Source: an optimization exercise on an open RTL-to-GDS flow (aim: small area, a short achievable clock period and few clock cycles). Production flows keep margins and buffers that such runs may drop.
Function was not checked in any run shown here: the RTL went through the layout flow alone.
Power figures rest on the tool's default switching activity, not on a simulated workload.

**design/flow/run.sh**
```bash
#!/bin/bash
# synth_recipe.tcl (not shown) runs the flow's synth.tcl, then flattens the netlist and writes it again
# the make line also repeats each setting of config.mk as NAME=value (left out here)
make -C /OpenROAD-flow-scripts/flow DESIGN_CONFIG=/design/flow/config.mk WORK_HOME=/design/flow/orfs CLKGATE_MAP_FILE= SYNTH_SCRIPT=/design/flow/synth_recipe.tcl finish
```
**design/flow/config.mk**
```make
export PLATFORM = sky130hd
export DESIGN_NAME = rle
export DESIGN_NICKNAME = rle
export VERILOG_FILES = /design/flow/design.v
export SDC_FILE = /design/flow/constraint.sdc
export NUM_CORES = 4
export LEC_CHECK = 0
export CAP_MARGIN = 20
export CORE_MARGIN = 2
export CORE_UTILIZATION = 40
export SLEW_MARGIN = 20
```
**design/flow/constraint.sdc**
```tcl
create_clock -name core_clock -period 6.0 [get_ports {clk}]
set_input_delay 1.2000 -clock core_clock [delete_from_list [all_inputs] [get_ports {clk}]]
set_output_delay 1.2000 -clock core_clock [all_outputs]
set_load 0.01 [all_outputs]
```
**design/flow/design.v**
```verilog
module rle (
	clk,
	nreset,
	start,
	message_addr,
	message_size,
	rle_addr,
	rle_size,
	done,
	port_A_data_in,
	port_A_data_out,
	port_A_addr,
	port_A_we
	);
input         clk;
input         nreset;
input         start;
input  [31:0] message_addr;
input  [31:0] message_size;
input  [31:0] rle_addr;
input  [31:0] port_A_data_out;
output [31:0] port_A_data_in;
output [15:0] port_A_addr;
output        port_A_we;
output [31:0] rle_size;
output        done;
reg        run;       
reg        done_r;
reg        we;        
reg [13:0] ra;        
reg [13:0] wa;        
reg [31:0] wdata;
reg        half;      
reg [14:0] ntok;      
reg [12:0] wl;        
reg        lastw;     
reg        first;     
reg [7:0]  prev;      
reg signed [8:0] rs;  
reg [3:0]  pm;        
reg        dvalid;    
reg        off;       
reg        hp;        
reg        fcyc;      
assign port_A_we      = we;
assign port_A_addr    = {(we ? wa : ra), 2'b00};
assign port_A_data_in = wdata;
assign rle_size       = {16'd0, ntok, 1'b0};
assign done           = done_r;
wire [7:0] b0 = port_A_data_out[7:0];
wire [7:0] b1 = port_A_data_out[15:8];
wire [7:0] b2 = port_A_data_out[23:16];
wire [7:0] b3 = port_A_data_out[31:24];
wire [1:0] lp = message_size[1:0];
wire [3:0] vm = !lastw ? 4'b1111 :
                (lp == 2'd1) ? 4'b0001 : (lp == 2'd2) ? 4'b0011 :
                (lp == 2'd3) ? 4'b0111 : 4'b1111;
wire [4:0] em = !lastw ? 5'b00000 :
                (lp == 2'd1) ? 5'b00010 : (lp == 2'd2) ? 5'b00100 :
                (lp == 2'd3) ? 5'b01000 : 5'b10000;
wire [3:0] brk;
assign brk[0] = !first && (b0 != prev);
assign brk[1] = (b1 != b0);
assign brk[2] = (b2 != b1);
assign brk[3] = (b3 != b2);
wire [4:0] m = {em[4], pm & ((brk & vm) | em[3:0])};
wire [4:0] q1h = m & ~{m[3:0] | {m[2:0],1'b0} | {m[1:0],2'b0} | {m[0],3'b0}, 1'b0};
wire [4:0] m1  = m & ~q1h;
wire [4:0] q2h = m1 & ~{m1[3:0] | {m1[2:0],1'b0} | {m1[1:0],2'b0} | {m1[0],3'b0}, 1'b0};
wire [4:0] m2  = m1 & ~q2h;
wire n0 = (m == 5'd0);
wire n1 = !n0 && (m1 == 5'd0);
wire n2 = (m1 != 5'd0) && (m2 == 5'd0);
wire signed [8:0] c0 = rs;
wire signed [8:0] c1 = rs + 9'sd1;
wire signed [8:0] c2 = rs + 9'sd2;
wire signed [8:0] c3 = rs + 9'sd3;
wire signed [8:0] c4 = rs + 9'sd4;
wire [4:0] o;
assign o[0] = 1'b0;
assign o[1] = !rs[8] && (rs[7:0] == 8'd255);
assign o[2] = !rs[8] && (rs[7:0] >= 8'd254);
assign o[3] = !rs[8] && (rs[7:0] >= 8'd253);
assign o[4] = !rs[8] && (rs[7:0] >= 8'd252);
wire ovf = |(q1h & o) | (n0 & o[4]);
wire [7:0] len = ({8{q1h[0]}} & c0[7:0]) | ({8{q1h[1]}} & c1[7:0]) |
                 ({8{q1h[2]}} & c2[7:0]) | ({8{q1h[3]}} & c3[7:0]) |
                 ({8{q1h[4]}} & c4[7:0]);
wire [7:0] val = ({8{q1h[0]}} & prev) | ({8{q1h[1]}} & b0) |
                 ({8{q1h[2]}} & b1)   | ({8{q1h[3]}} & b2) |
                 ({8{q1h[4] | n0}} & b3);
wire [15:0] tok = {val, ovf ? 8'd255 : len};
wire act   = run && dvalid;
wire emit  = act && (!n0 || ovf);
wire flush = act && !ovf && |(q1h & em);
wire fin   = act && !ovf && !lastw && (n0 || n1);
wire signed [8:0] rs_fin  = n0 ? c4 :
	{6'd0, ({3{q1h[0]}} & 3'd4) | ({3{q1h[1]}} & 3'd3) | ({3{q1h[2]}} & 3'd2) | ({3{q1h[3]}} & 3'd1)};
wire signed [8:0] rs_cont = ({9{q1h[1]}} & -9'sd1) | ({9{q1h[2]}} & -9'sd2) | ({9{q1h[3]}} & -9'sd3);
wire [3:0] pm_cont = {q2h[3] | q2h[2] | q2h[1], q2h[2] | q2h[1], q2h[1], 1'b0};
wire nextlast = (lp == 2'd0) ? (wl == 13'd2) : (wl == 13'd1);
wire rd       = !we;
wire dvalid_n = rd ? (!dvalid || off == fin) : (dvalid && !fin);
wire pred_n   = fin ? (fcyc && !nextlast) :
                act ? (!lastw && (ovf ? n1 : n2)) : (hp && !lastw);
wire off_n    = dvalid_n && pred_n;
always @(posedge clk) begin
	if (!nreset) begin
		run    <= 1'b0;
		done_r <= 1'b0;
		we     <= 1'b0;
	end else if (start) begin
		run    <= 1'b1;
		done_r <= 1'b0;
		we     <= 1'b0;
		ra     <= message_addr[15:2];
		wa     <= rle_addr[15:2];
		half   <= 1'b0;
		ntok   <= 15'd0;
		wl     <= message_size[14:2];
		lastw  <= (message_size[1:0] == 2'd0) ? (message_size[14:2] == 13'd1)
		                                      : (message_size[14:2] == 13'd0);
		first  <= 1'b1;
		rs     <= 9'sd0;
		pm     <= 4'b1111;
		dvalid <= 1'b0;
		off    <= 1'b0;
		hp     <= 1'b1;
		fcyc   <= 1'b1;
	end else begin
		if (we)
			wa <= wa + 14'd1;
		we <= 1'b0;
		if (run) begin
			dvalid <= dvalid_n;
			off    <= off_n;
			case ({fin, off_n, off})
				3'b001:                 ra <= ra - 14'd1;
				3'b010, 3'b100, 3'b111: ra <= ra + 14'd1;
				default: ;
			endcase
			if (emit) begin
				ntok <= ntok + 15'd1;
				if (half) begin
					wdata[31:16] <= tok;
					we <= 1'b1;
				end else
					wdata[15:0] <= tok;
				half <= !half;
			end
			if (flush) begin
				we     <= 1'b1;
				run    <= 1'b0;
				done_r <= 1'b1;
			end
			if (act) begin
				if (ovf)
					rs <= rs - 9'sd255;
				else if (fin) begin
					rs    <= rs_fin;
					pm    <= 4'b1111;
					prev  <= b3;
					first <= 1'b0;
					wl    <= wl - 13'd1;
					lastw <= nextlast;
					hp    <= fcyc;
				end else begin
					rs    <= rs_cont;
					pm    <= pm_cont;
				end
				fcyc <= fin;
			end
		end
	end
end
endmodule
```
==> results.txt, run 1 <==
- Worst hold stages: 1
- IO Pins: 213
- Die height: 145 um
- Distinct cell type count after synthesis: 75
- Fin crit period: about 5.9 ns
- Synth area leaders: edfxtp_1 (44%), ha_1 (4.7%), xnor2_1 (4.6%)
- Crit start category: input port
- Core area: 0.0195 sq mm
- Initial antenna violation count: 0
- Via density per instance: 5.28
- Clk buf depth: 2
- Pre-CTS setup slack: -0.354 ns
- Latest clock arrival within the worst-skew pair: 0.42 ns
- First-pass iteration count of the detailed router: 5
- Hold buffers post-CTS: 0
- Top-area cell type share of the netlist area: 0.439
- Area of the multi-input gates: 0.00411 sq mm
- Relative slew slack: 0.316
- Switching share of power: 0.266
- Reg power frac: 0.404
- Cells after Synth: between 700 and 800
- Via count: 6694
- Worst Skew: 0.00873 ns
- Internal power: 0.00181 W
- Nets: between 1000 and 1500
- Ys flop type: edfxtp_1
- Share of cells above drive strength 1: 0.158
- Port bufs: 140
- Post-synth top area cell: edfxtp_1
- Seq/Total Area, Yosys: 0.447
- Maximum VDD drop: just over 200 uV
- CP Cell Sequence: clkdlybuf4s50_1 -> inv_1 -> ha_1 -> a2111oi_4 -> buf_4 -> a31oi_4 -> a221o_2 -> a21o_4 -> o22ai_2 -> a21oi_4 -> fa_1 -> a21o_1 -> a21oi_2 -> o21bai_1 -> a21oi_1 -> o21ai_0 -> a21oi_1 -> o21bai_1 -> a2111oi_2 -> buf_4 -> o21ai_0 -> o311a_1
- Vias in the first global route: 6363
- Number of remaining DRC errors: 0
- Detailed placement HPWL: 15000 um
- Ys async rst share: 0
- Root buf cell: clkbuf_16
- Lkg Pwr: 3.95 nW
- WS Path Type: input port to flop
- Row Count: 51
- Fmax achieved: 171 MHz
- Full die area: 0.0210 sq mm
- GRT Overall Usage: 0.201
- Die width: 145 um
- CP endpoint kind: flop
- CP required: 6.18 ns
- Final setup viols: 0
- FF+latch count, synth: about 120
- Reg2reg start: rs[1]
- Starting Density: 0.407
- Crit path DAT: 6.03 ns
- Starting DRC count in detailed routing: slightly below 500
- RePlAce Congestion: 0.875
- Min-Delay Startpoint: done_r
- Fin crit share: 0.976
- CTS sink count: between 100 and 150
- Main combinational cell family by area after synthesis: compound AO/OA/AOI/OAI gates
- Area growth syn-to-layout: 34.3%
- CTS tree: yes
- Sequential Area: ~0.0035 sq mm
- Fin util: 0.547
- Worst Hold Class: flop to flop
- Slowest-stage cell, CP: clkdlybuf4s50_1
- Fillcell total: 1806
- Part of the power in the clock network: 0.399
- Antenna Nets Post-Route: 0
- Least-Margin Pin Slew: 1.02 ns
- Post-synth EDFFs: 116
- Post-synthesis mux area share: 0.0467
- Post-place instance area: about 0.01 sq mm
- Power density over the cells: 232 mW/mm^2
- Routed WL: 20800 um
- Adder-Cell Fraction of Synth Area: 0.0511
- Antenna cells: 0
- Post-synthesis compound-gate area fraction: 0.163
- Hold Path Sink: done_r
- Gr ovfl total: 0
- Max cap viols: 0
- Setup TNS: 0 ns
- RSZ-0062 raised after global routing: yes
- Crit path largest cell delay: 0.53 ns
- Simple-Gate Fraction of Synth Area: 0.150
- Number of CTS-inserted buffers: 17
- Outcome: complete, no violations
- Synth warn: 1
- Worst reg2reg setup slack: 0.99 ns
- Net Switching: 0.000658 W
- Max Slew Vio Count: 0
- Reg2Reg Capture Point: ra[12]
- Final hold vios: 0
- Synth Area in XOR/XNOR: 0.0928
- H-tree levels: 4
- Post-DR wirelength/cell: around 16 um
- FF-to-FF path depth: 21
- First-pass GRT wire length: around 33000 um
- Pin count of the biggest net entering global routing: 77
- Mapped Avg Cell Area: 10.0 sq um
- Synthesized area: 0.00793 sq mm
- Crit-path max FO: 5
- CTS clock-pin slew for the worst setup and hold paths: 0.06 ns
- Fin area: 0.0107 sq mm
- Setup WS post-layout: about 0.15 ns
- Combinational Power Share: 0.198
==> final cells by class <==
class | count | area share
clock inverters | 14 | 0.0127
inverters | 21 | 0.00740
repair buffers | 223 | 0.190
flip-flops and latches | 119 | 0.333
well taps | 265 | 0.0311
multi-input cells | 609 | 0.386
clock buffers | 18 | 0.0403
==> repair_timing <==
item / CTS / global route
endpoints found under the setup margin: 0 / 3
buffers inserted: 0 / 1
gates resized for setup: 0 / 9
==> through the flow <==
| stage | total power, W | hold WS [ns] | instances |
|---|---|---|---|
| after detailed placement | 0.00149 | 0.465 | 1236 |
| after global placement | 0.00149 | 0.458 | 1236 |
| after CTS | 0.00248 | 0.478 | 1268 |
| final | 0.00247 | 0.473 | 1269 |
| after floorplan | 0.00128 | 0.507 | 807 |
| after global routing | 0.00258 | 0.492 | 1269 |
==> flip-flops by register name, summed over array words and instances, names as in the netlist, 4 cells and up <==
| signal | flops |
|---|---|
| wdata | 32 |
| ntok | 15 |
| ra | 14 |
| wa | 14 |
| wl | 13 |
| rs | 9 |
| prev | 8 |
| pm | 4 |
==> cells by family (layout without fill, tap and decap cells) <==
group / after synthesis / in the layout
compound gates: 189 / 189
simple gates: 250 / 250
other cells: 1 / 19
xor+xnor: 84 / 84
flops: 119 / 119
mux: 35 / 35
fa+ha+maj: 32 / 32
buf+inv: 79 / 276
==> how the worst max path moves through the flow <==
stage / from / slack [ns] / endpoint / cells past startpoint
floorplan: message_size[0] / 0.32 / ra[12] / 21
global placement: message_size[0] / -0.36 / ra[12] / 24
detailed placement: message_size[0] / -0.35 / ra[12] / 24
CTS: message_size[0] / 0.07 / ra[12] / 24
global route: message_size[0] / -0.13 / ra[12] / 22
finish: message_size[0] / 0.15 / ra[12] / 22
==> power by group through the flow <==
stage | logic [W] | clock network [W] | registers, W
finish | 0.000488 | 0.000985 | 0.000998
global route | 0.000538 | 0.00104 | 0.00100
CTS | 0.000481 | 0.00100 | 0.000997
detailed placement | 0.000477 | 0 | 0.00101
global placement | 0.000472 | 0 | 0.00101
floorplan | 0.000278 | 0 | 0.00100
==> synthesized netlist by cell type (9+ instances only) <==
| cell type | count |
|---|---|
| a21oi_1 | 32 |
| and3_1 | 12 |
| buf_4 | 21 |
| clkbuf_1 | 24 |
| edfxtp_1 | 116 |
| ha_1 | 30 |
| inv_1 | 21 |
| mux2_2 | 16 |
| mux2i_1 | 19 |
| nand2_1 | 92 |
| nand3_1 | 36 |
| nand4_1 | 12 |
| nor2_1 | 44 |
| nor3_1 | 10 |
| nor4_1 | 9 |
| o21ai_0 | 71 |
| xnor2_1 | 42 |
| xor2_1 | 42 |
==> per-layer routing <==
| layer | wire length [um] | global-route usage | vias up | part of all wire |
|---|---|---|---|---|
| li1 | - | - | 3281 | - |
| met1 | 9640 | 0.267 | 3149 | 0.46 |
| met2 | 9520 | 0.327 | 234 | 0.46 |
| met3 | 1250 | 0.0424 | 30 | 0.060 |
| met4 | 386 | 0.0654 | 0 | 0.019 |
| met5 | 0 | 0 | - | 0 |
==> critical path, delay by kind of cell <==
kind	cells	cell delay (ns)
AOI/OAI and AO/OA	16	3.17
buffers and inverters	4	0.97
adders and majority gates	2	0.67
==> cell usage in the layout (no fill, tap or decap), drive strengths merged, types with 5 or more instances in the layout <==
cell type and instances:
clkbuf 18, o21ai 72, nor3 11, nor2 45, buf 84, o22ai 5
or3 9, a21o 5, a21oi 33, edfxtp 116, conb 19, xnor2 42
nand4 12, nor2b 6, nand2 92, o21a 8, nand3 36, a211oi 5
nor4 9, mux2i 19, ha 30, o31ai 5, xor2 42, and3 12
a22o 8, o211ai 5, clkinv 10, and2 7, or2 5, a31oi 8
mux2 16, a221oi 9, inv 21, clkdlybuf4s50 139
==> run 2: changes to the inputs <==
--- a/design/flow/config.mk
+++ b/design/flow/config.mk
@@ -9,3 +9,4 @@
 export CORE_MARGIN = 2
 export CORE_UTILIZATION = 40
+export SETUP_SLACK_MARGIN = 3.6
 export SLEW_MARGIN = 20
==> results.txt, run 2 <==
- Power density over the cells: 227 mW/mm^2 (was 232 mW/mm^2)
- CP required: 6.18 ns (about the same)
- Commonest non-fill, non-tap cell in the layout: edfxtp_1 (was clkdlybuf4s50_1)
- Dpl cells: 1178 (was 1236)
- Post-DR wirelength/cell: 17.6 um (was 16.4 um)
- Die width: 145 um (unchanged)
- Full die area: 0.0210 sq mm (unchanged)
- Maximum VDD drop: 212 uV (was 207 uV)
- Crit path largest cell delay: 0.34 ns (was 0.53 ns)
- First-pass GRT wire length: 34900 um (was 32600 um)
- RSZ-0062 raised after global routing: yes (unchanged)
- Worst path most repeated cell: a21oi_2
- Max Slew Vio Count: 0 (unchanged)
- Distinct cell type count after synthesis: 75 (unchanged)
- Synth warn: 1 (unchanged)
- Fin cells: 1322 (was 1269)
- Setup TNS: 0 ns (unchanged)
- Via count: 7050 (was 6694)
- Fin crit period: 4.99 ns (was 5.85 ns)
- Root buf cell: clkbuf_16 (unchanged)
- Initial antenna violation count: 0 (unchanged)
- Outcome: complete, no violations (unchanged)
- Share of cells above drive strength 1: 0.340 (was 0.158)
- Synth area leaders: edfxtp_1 (44%), ha_1 (4.7%), xnor2_1 (4.6%) (unchanged)
- Top-area cell type share of the netlist area: 0.439 (unchanged)
- Starting DRC count in detailed routing: 466 (was 488)
- Crit start category: input port (unchanged)
- Number of CTS-inserted buffers: 17 (unchanged)
- Number of remaining DRC errors: 0 (unchanged)
- H-tree levels: 4 (unchanged)
- Core area: 0.0195 sq mm (unchanged)
- Max cap viols: 0 (unchanged)
- Slowest-stage cell, CP: a2111oi_4 (was clkdlybuf4s50_1)
- Fin area: 0.0121 sq mm (was 0.0107 sq mm)
- Largest register FFs: 32 (unchanged)
- Mapped Avg Cell Area: 10.0 sq um (unchanged)
- Area growth syn-to-layout: 52.9% (was 34.3%)
- RePlAce Congestion: 0.849 (was 0.875)
- Starting Density: 0.407 (unchanged)
- Cells after Synth: 789 (unchanged)
- Vias in the first global route: 6973 (was 6363)
- Ys flop type: edfxtp_1 (unchanged)
- Crit-path max FO: 5 (unchanged)
- First-pass iteration count of the detailed router: 7 (was 5)
- Row Count: 51 (unchanged)
- Synthesized area: 0.00793 sq mm (unchanged)
- Port bufs: 140 (unchanged)
- Gr ovfl total: 0 (unchanged)
- Ys async rst share: 0 (unchanged)
- Worst Skew: 0.0115 ns (was 0.00873 ns)
- Nets: 1207 (was 1153)
- CP endpoint kind: flop (unchanged)
- Relative slew slack: 0.585 (was 0.316)
- Post-place instance area: 0.00986 sq mm (was 0.0100 sq mm)
- Fin crit share: 0.831 (was 0.976)
- CTS sink count: 119 (unchanged)
- Clk buf depth: 2 (unchanged)
- Reg with most FFs: wdata (unchanged)
- Registers with the most flip-flops: wdata (32), ntok (15) (unchanged)
- Worst Hold Class: flop to flop (unchanged)
- Latest clock arrival within the worst-skew pair: 0.43 ns (was 0.42 ns)
- FF+latch count, synth: 119 (unchanged)
- Pin count of the biggest net entering global routing: 86 (was 77)
- IO Pins: 213 (unchanged)
- Lkg Pwr: 4.66 nW (was 3.95 nW)
- Most frequent cells in the layout: edfxtp_1 (116), nand2_1 (86), buf_4 (82), dlygate4sd2_1 (50), buf_6 (47) (was clkdlybuf4s50_1 (139), edfxtp_1 (116), nand2_1 (92), buf_4 (84), o21ai_0 (68))
- Least-Margin Pin Slew: 0.622 ns (was 1.02 ns)
- Via density per instance: 5.33 (was 5.28)
- Final setup viols: 0 (unchanged)
- Top-count cell post-synth: edfxtp_1 (unchanged)
- WS Path Type: input port to flop (unchanged)
- Area of the multi-input gates: 0.00499 sq mm (was 0.00411 sq mm)
- CTS tree: yes (unchanged)
- Post-synth top area cell: edfxtp_1 (unchanged)
- Antenna Nets Post-Route: 0 (unchanged)
- Worst reg2reg setup slack: 1.30 ns (was 0.99 ns)
- Antenna cells: 0 (unchanged)
- CTS clock-pin slew for the worst setup and hold paths: 0.06 ns (about the same)
- Setup WS post-layout: 1.01 ns (was 0.146 ns)
- Fmax achieved: 200 MHz (was 171 MHz)
- Seq/Total Area, Yosys: 0.447 (unchanged)
- Routed WL: 23300 um (was 20800 um)
- Post-synth EDFFs: 116 (unchanged)
- Synth cell count leaders: edfxtp_1 (116), nand2_1 (92), o21ai_0 (71), nor2_1 (44) (unchanged)
- Detailed placement HPWL: 14500 um (was 15000 um)
- Crit path DAT: 5.16 ns (was 6.03 ns)
- Die height: 145 um (unchanged)
- Fillcell total: 1600 (was 1806)
- Sequential Area: 0.00355 sq mm (was 0.00354 sq mm)
- GRT Overall Usage: 0.216 (was 0.201)
- Pre-CTS setup slack: -0.0425 ns (was -0.354 ns)
- CP Cell Sequence: buf_6 -> buf_8 -> inv_12 -> ha_4 -> a2111oi_4 -> buf_4 -> a31oi_4 -> nor4_2 -> a221o_2 -> a211oi_4 -> o21a_1 -> a21oi_4 -> buf_6 -> ha_4 -> a21o_1 -> a21oi_2 -> o21bai_1 -> a21oi_2 -> o21ai_1 -> a21oi_2 -> o21bai_2 -> a2111oi_4 -> o21ai_1 -> o311a_1 (was clkdlybuf4s50_1 -> inv_1 -> ha_1 -> a2111oi_4 -> buf_4 -> a31oi_4 -> a221o_2 -> a21o_4 -> o22ai_2 -> a21oi_4 -> fa_1 -> a21o_1 -> a21oi_2 -> o21bai_1 -> a21oi_1 -> o21ai_0 -> a21oi_1 -> o21bai_1 -> a2111oi_2 -> buf_4 -> o21ai_0 -> o311a_1)
- Final hold vios: 0 (unchanged)
run 2: cell count changes in the layout (fill, tap and decap cells not counted), moves of 12 or more:
cell and change:
clkbuf_2 +12, xnor2_1 -12, buf_6 +47, buf_2 +17, o21ai_0 -23, dlygate4sd2_1 +50, clkdlybuf4s50_1 -97
run 2: final cells by class:
cell class	count	area share
clock inverter	12	0.0151
multi-input combinational	611	0.412
tap	265	0.0273
clock buffer	19	0.0357
timing repair buffer	275	0.210
sequential	119	0.293
inverter	21	0.00774
run 2: logic make-up (layout without fill, tap and decap cells):
logic type,count (synthesis),count (layout),synth area share
other,1,19,0.000473
buffers and inverters,79,327,0.0483
adder cells (fa/ha/maj),32,32,0.0511
multiplexers,35,35,0.0467
XOR/XNOR,84,84,0.0928
AO/OA/AOI/OAI,189,190,0.163
AND/OR/NAND/NOR,250,251,0.150
flip-flops,119,119,0.447
run 2: where the power goes:
group          switching [W]  total [W]  internal, W  leakage [nW]
clock network       0.000359    0.00108     0.000725         0.297
registers          0.0000356    0.00100     0.000964          1.11
logic               0.000328   0.000664     0.000337          3.26
total               0.000722    0.00275      0.00203          4.66
run 2: through the flow:
stage	hold slack, ns	power [W]	utilization
after floorplan	0.509	0.00131	-
after global placement	0.474	0.00148	0.507
after detailed placement	0.484	0.00148	0.507
after CTS	0.492	0.00269	0.595
after global routing	0.493	0.00285	0.623
final	0.475	0.00275	0.623
run 2: worst paths after layout:
| kind | from | endpoint | cells after the start |
|---|---|---|---|
| setup / recovery | message_size[0] | ra[12] | 24 |
| hold / removal | done_r | done_r | 1 |
| setup reg to reg | rs[2] | ra[12] | 21 |
| hold reg to reg | done_r | done_r | 1 |
run 2: worst max-delay path: cells and delay by family:
kind,cells,cell delay (ns)
AO/OA/AOI/OAI,16,2.74
buffers and inverters,5,0.55
adder cells (fa/ha/maj),2,0.36
AND/OR/NAND/NOR,1,0.31
run 2: metal layers:
layer	wire length, um	part of all wire	up-vias	track usage
met5	0	0	-	0
met4	468	0.020	0	0.0807
met3	1280	0.055	42	0.0474
met2	11700	0.50	232	0.367
met1	9890	0.42	3382	0.271
li1	-	-	3394	-
run 2: repair_timing:
action	CTS	global route
gates resized for setup	321	89
setup buffers	75	34
gates cloned	2	2
hold buffers	0	0
endpoints found under the hold margin	0	0
pin swaps	78	56
endpoints found under the setup margin	235	174

==> afterwards: timing with drivers on the ports <==
No port has a modelled driver above. Below, the same layouts with a new extraction and two added sets of constraints. Step 1 assumes that a clkbuf_16 drives the clock port and a buf_2 every other input. Step 2 times the ports against the registers' clock, not the clock port: input delays grow and output delays shrink by t, the midpoint of the rising clock arrivals with the driver on. Slacks: no drivers / after step 1 / after step 2; pairs: no drivers / after step 1.
run | t, ns | setup WS [ns] | worst setup path after step 2 | latest minus earliest clock arrival (ns) | worst slew at a driven data input, ns
run 1 | 0.464 | 0.146 / 0.163 / -0.301 | input to register | 0.011 / 0.010 | 0.06
run 2 | 0.463 | 1.012 / 1.005 / 0.542 | input to register | 0.011 / 0.012 | 0.05
Met with ideal ports but missed after step 2: setup timing in run 1. The setup slack of run 2, which loses most, moves by -0.007 ns with the drivers and by -0.470 ns with both steps.
